Source: an optimization exercise on an open RTL-to-GDS flow (aim: small area, a short achievable clock period and few clock cycles). Production flows keep margins and buffers that such runs may drop.
Where RTL was checked, it was by simulation tests only, not by an equivalence proof against the original.
Power is estimated from default activity; no workload was simulated.

// qrcode_decoder
module qrcode_decoder(
    input clk,
    input srst_n,
    input start,
    input sram_rdata,
    output [11:0] sram_raddr,
    output reg [5:0] loc_y,
    output reg [5:0] loc_x,
    output reg [7:0] decode_text,    
    output reg valid,
    output reg finish
);
Size in the first run: ~1,300 cells after synthesis, ~38 I/O pins, roughly 8300 um2 of cells after synthesis.
clock: 16.0 ns
lec_check: 0
abc_area: 1
cap_margin: 20
core_margin: 2
core_utilization: 40
slew_margin: 20
standard.sh (not shown) runs the stock make flow with config.mk's settings and CLKGATE_MAP_FILE= SYNTH_SCRIPT=/design/flow/synth_recipe.tcl, a recipe that flattens the netlist after the stock synthesis.
==> flow/flow/run.sh <==
#!/bin/bash
# The standard layout (standard.sh, unchanged), with three changes made through
# its environment:
#  - the buffers that the flow puts on every input and output port are
#    sky130_fd_sc_hd__buf_2 cells instead of the slower delay cells that
#    buffer_ports picks by default;
#  - repair_timing aims for a setup slack of 11.5 ns, i.e. it sizes the cells
#    of paths slower than about 4.5 ns;
#  - clock tree synthesis uses sky130_fd_sc_hd__clkbuf_8 buffers and no dummy
#    loads.
# The clock, its period and the I/O constraints are the design's, unchanged.
# Each tool's full output is in standard.log in this folder.
export BUFFER_PORTS_ARGS="-buffer_cell sky130_fd_sc_hd__buf_2"
export SETUP_SLACK_MARGIN=11.5
export CTS_ARGS="-sink_clustering_enable -repair_clock_nets -dont_use_dummy_load -buf_list sky130_fd_sc_hd__clkbuf_8"
bash standard.sh > standard.log 2>&1
Rerun with:
--- a/flow/design.v
+++ b/flow/design.v
@@ -26,19 +26,19 @@
 reg [5:0] s1;             
 reg [5:0] s2;             
 reg [5:0] s3;             
 reg [1:0] cidx, pcidx;    
 reg [1:0] rot;
 reg [2:0] mask;
 wire signed [2:0] cy_lo = s0[5:3], cy_hi = s0[2:0];
 wire signed [2:0] cx_lo = s1[5:3], cx_hi = s1[2:0];
 wire signed [2:0] pcy = s2[5:3], pcx = s2[2:0];
-wire tight = s3[5], wide = s3[4], mid = s3[3], tlm = s3[1], grp = s3[0];
+wire tight = s3[5], wide = s3[4], tlm = s3[1], grp = s3[0];
 wire [4:0] i = s0[4:0];   
 wire [4:0] j = s1[4:0];
 wire       inlen = s1[5]; 
 wire [4:0] rem = s2[4:0]; 
 wire [2:0] mv = s3[2:0];  
 wire [2:0] bc = s3[5:3];  
 always @* decode_text = {cidx, k};
 wire [7:0] sa = 8'd1 << st;    
 function maskbit;         
@@ -317,20 +317,19 @@
     ayP = loc_y; byP = p_end ? x7m20(cy_hi) : x7(p_n[5:3]);
     axP = {lx6, loc_x}; bxP = x7m14(p_end ? cx_lo : p_n[2:0]);
     ayY = y; axY = hit ? {lx6, loc_x} : {1'b0, x};
     byY = 6'd0; bxY = 7'd0;
     if (hit) begin
         byY = (k[2:0] == 3'd0) ? 6'd63 : 6'd0;
         bxY = x7m34(cx_hi);
     end else case (k[2:0])
         3'd0, 3'd2, 3'd4: bxY = 7'd14;
-        3'd1: if (wide || mid) bxY = 7'd107; else begin byY = 6'd1; bxY = 7'd114; end
-        3'd3: if (wide) bxY = 7'd107; else begin byY = 6'd1; bxY = 7'd121; end
+        3'd1, 3'd3: if (wide) bxY = 7'd107; else begin byY = 6'd1; bxY = 7'd114; end
         default: byY = 6'd1;
     endcase
     ayX = y; axX = {1'b0, x};
     if (hit) begin
         byX = grp ? 6'd44 : 6'd0; bxX = grp ? 7'd20 : 7'd19;
     end else if (!grp) begin byX = 6'd20; bxX = 7'd0; end
     else begin byX = 6'd44; bxX = 7'd1; end
     ayV = loc_y; axV = {1'b0, loc_x};
     byV = v_end ? m_my : roffy(cn[1], kn[5:3]);
@@ -364,37 +363,36 @@
             st <= S_P; cont <= 1'b0; k <= 6'd0;
             pv <= (sx[5:0] >= 6'd14);
         end else begin
             k <= (k == 6'd8) ? 6'd0 : k + 6'd1;
         end
     end
     if (sa[1]) begin
         s0 <= {u_ylo, u_yhi}; s1 <= {u_xlo, u_xhi};
         s3[5] <= y_ok && x_ok;
-        s3[4] <= !x_ok && !(u_xhi != u_xlo);
-        s3[3] <= !x_ok && (u_xhi != u_xlo);
+        s3[4] <= !x_ok;
         if (p_end) begin
             st <= S_Y; cont <= 1'b0; k <= 6'd0;
             if (sy[6]) y <= 6'd0;
             if (sx[5:0] > 6'd43) x <= 6'd43;
         end else begin
             k <= k + 6'd1;
             pv <= !sy[6] && !sx[6] && (k != P_N - 6'd1);
         end
         s2 <= p_c;                          
     end
     if (sa[2]) begin
         if (hit) begin
             loc_y <= sy[5:0];                   
             st <= S_X; cont <= 1'b0; s3[1:0] <= 2'b00;
             if (sx[6]) x <= 6'd0;               
         end else begin
-            if (k[2:0] == (wide ? 3'd5 : mid ? 3'd3 : 3'd1)) k <= 6'd0;
+            if (k[2:0] == (wide ? 3'd5 : 3'd1)) k <= 6'd0;
             else k <= k + 6'd1;
         end
     end
     if (sa[3]) begin
         if (hit) begin
             loc_x <= sx[5:0];                   
             s3[1] <= !grp;
             st <= S_V; cont <= 1'b0; cidx <= 2'd1; k <= 6'd0;
         end else s3[0] <= ~grp;
What happened: The changed run went through all stages and came out clean. Die area falls by 4.4%. First-iteration DRC count goes down by 3.5%. Clock skew went down by 0.010 ns. Non-clock buffer count grows by 6. Worst setup slack gets better by 0.096 ns. Wire length drops by 3.9%. Final area falls by 3.0%. Global-route usage barely changes. Synthesized area goes down by 4.5%. Worst hold slack stays flat. Critical path depth came out higher by 21.
Testbench counts after the change, summed over its fixed seeds: cycles 24,336.
No functional check of the RTL was part of the first run of this note.

qrcode_decoder, a different RTL version from the one above (not shown whole).
Size: ~1200 cells after synthesis, about 73 flip-flops, roughly 38 I/O pins, about 0.0074 sq mm of cells after synthesis.
Design qrcode_decoder, start of the top module:
module qrcode_decoder(
    input clk,
    input srst_n,
    input start,
    input sram_rdata,
    output [11:0] sram_raddr,
    output reg [5:0] loc_y,
    output reg [5:0] loc_x,
    output reg [7:0] decode_text,    
    output reg valid,
    output reg finish
);
==> flow/config.mk <==
export PLATFORM = sky130hd
export DESIGN_NAME = qrcode_decoder
export DESIGN_NICKNAME = qrcode_decoder
export VERILOG_FILES = /design/flow/design.v
export SDC_FILE = /design/flow/constraint.sdc
export NUM_CORES = 8
export LEC_CHECK = 0
export ABC_AREA = 1
export CAP_MARGIN = 20
export CORE_MARGIN = 2
export CORE_UTILIZATION = 40
export SLEW_MARGIN = 20
==> flow/constraint.sdc <==
create_clock -name core_clock -period 16.0 [get_ports {clk}]
set_input_delay 3.2000 -clock core_clock [delete_from_list [all_inputs] [get_ports {clk}]]
set_output_delay 3.2000 -clock core_clock [all_outputs]
set_load 0.01 [all_outputs]
==> flow/flow/run.sh <==
#!/bin/bash
# The standard layout (standard.sh, unchanged), with four changes made through
# its environment:
#  - synthesis leaves the adders to ABC instead of mapping them to the
#    library's half- and full-adder cells (ADDER_MAP_FILE empty); the rest of
#    the synthesis is standard.sh's own (synth_recipe.tcl: no fsm or share
#    passes, flattened, function nets renamed), so the registers are the
#    standard synthesis's;
#  - the buffers that the flow puts on every input and output port are
#    sky130_fd_sc_hd__buf_2 cells instead of the slower delay cells that
#    buffer_ports picks by default;
#  - repair_timing aims for a setup slack of 11.5 ns, i.e. it sizes the cells
#    of paths slower than about 4.5 ns;
#  - clock tree synthesis uses sky130_fd_sc_hd__clkbuf_8 buffers and no dummy
#    loads.
# The clock, its period and the I/O constraints are the design's, unchanged.
# Each tool's full output is in standard.log in this folder.
export ADDER_MAP_FILE=
export BUFFER_PORTS_ARGS="-buffer_cell sky130_fd_sc_hd__buf_2"
export SETUP_SLACK_MARGIN=11.8
export CTS_ARGS="-sink_clustering_enable -repair_clock_nets -dont_use_dummy_load -buf_list sky130_fd_sc_hd__clkbuf_8"
bash standard.sh > standard.log 2>&1
Next try:
--- a/flow/design.v
+++ b/flow/design.v
@@ -256,19 +256,19 @@
     end
 endfunction
 wire [5:0] p_c = poff(k[3:0]);           
 wire [5:0] p_n = poff(k[3:0] + 4'd1);    
 wire signed [2:0] u_ylo = (hit && pcy < cy_lo) ? pcy : cy_lo;
 wire signed [2:0] u_yhi = (hit && pcy > cy_hi) ? pcy : cy_hi;
 wire signed [2:0] u_xlo = (hit && pcx < cx_lo) ? pcx : cx_lo;
 wire signed [2:0] u_xhi = (hit && pcx > cx_hi) ? pcx : cx_hi;
 wire y_ok = span2(u_ylo, u_yhi), x_ok = span2(u_xlo, u_xhi);
-wire p_end = (y_ok && x_ok) || k == P_N;    
+wire p_end = tight || k == P_N;
 wire [1:0] cn = cidx + 2'd1;
 wire [5:0] kn = (cidx != 2'd3) ? k : (k[2:0] == 3'd4) ? {k[5:3] + 3'd1, 3'd0} : k + 6'd1;
 wire v_miss = cont && !pix;
 wire v_end = tlm || v_miss || (cidx == 2'd3 && k == 6'o44);
 wire [1:0] mc = tlm ? 2'd0 : v_miss ? pcidx : 2'd3;    
 reg [1:0] m_rot;
 reg [5:0] m_my, m_mx;     
 always @* begin
     case (mc)
@@ -309,20 +309,20 @@
 end
 wire [3:0] a_st = astep(k[3:0]);
 wire [3:0] b_st = bstep(k[3:0]);
 reg [5:0] ayA, byA, ayP, byP, ayY, byY, ayX, byX, ayV, byV, byM, byD;
 reg [6:0] axA, bxA, axP, bxP, axY, bxY, axX, bxX, axV, bxV, bxM, bxD;
 always @* begin
     ayA = y; byA = hit ? bstepy(b_st[3:2]) : astepv(a_st[3:2]);
     axA = {1'b0, x};
     bxA = hit ? bstepx14(b_st[1:0]) : {1'b0, astepv(a_st[1:0])};
-    ayP = loc_y; byP = p_end ? x7m20(u_yhi) : x7(p_n[5:3]);
-    axP = {lx6, loc_x}; bxP = x7m14(p_end ? u_xlo : p_n[2:0]);
+    ayP = loc_y; byP = p_end ? x7m20(cy_hi) : x7(p_n[5:3]);
+    axP = {lx6, loc_x}; bxP = x7m14(p_end ? cx_lo : p_n[2:0]);
     ayY = y; axY = hit ? {lx6, loc_x} : {1'b0, x};
     byY = 6'd0; bxY = 7'd0;
     if (hit) begin
         byY = (k[2:0] == 3'd0) ? 6'd63 : 6'd0;
         bxY = x7m34(cx_hi);
     end else case (k[2:0])
         3'd0, 3'd2, 3'd4: bxY = 7'd14;
         3'd1: if (wide || mid) bxY = 7'd107; else begin byY = 6'd1; bxY = 7'd114; end
         3'd3: if (wide) bxY = 7'd107; else begin byY = 6'd1; bxY = 7'd121; end
The new run finished with timing, DRC and antenna clean.
First-iteration DRC count went up by 2.3%.
Global-route usage went down by 0.17 points.
Synthesized cell count went up by 2.7%.
Total power went down by 26%.
Setup slack barely changes.
Cell area went down by 1.7%.
Critical path depth is unchanged.
Area after synthesis went down by 1.8%.
Clock skew went down by 0.011 ns.
Utilization went down by 0.32 points.
Via count stays flat.
Testbench counts after the change, summed over its fixed seeds: cycles 24,098.
For the first run of this note, only the layout was checked, not whether the RTL still works.

[static timing again, ports no longer ideal]
No port has a modelled driver above. Below, the same layouts with a new extraction and two added sets of constraints. Step 1 sets driving cells, clkbuf_16 on the clock port and buf_2 on the other inputs (assumed; they add their load-dependent delay and slew). Step 2 moves the port delays by t, midway between the first and last clock arrival at a register: inputs arrive t later, outputs are due t later. That takes back most of the time a late clock gives input paths. a / b / c = ideal / step 1 / step 2; a / b = the first two.
run | t, ns | setup WS [ns] | worst hold slack (ns) | worst register clock-pin slew, ns | pins driven straight from the clock port
the first run of note 1 | 0.403 | 11.634 / 11.597 / 11.628 | 0.421 / 0.421 / 0.421 | 0.09 / 0.09 | 1
the second run of note 1 | 0.407 | 11.730 / 11.688 / 11.539 | 0.422 / 0.422 / 0.422 | 0.09 / 0.09 | 1
the first run of note 2 | 0.405 | 11.840 / 11.802 / 11.648 | 0.485 / 0.485 / 0.485 | 0.09 / 0.09 | 1
the second run of note 2 | 0.413 | 11.840 / 11.800 / 11.920 | 0.456 / 0.456 / 0.456 | 0.09 / 0.09 | 1
After both steps setup and hold are still met in every run listed. For the first run of note 2, which loses most, drivers alone change the setup slack by -0.038 ns; drivers and shift together by -0.192 ns.
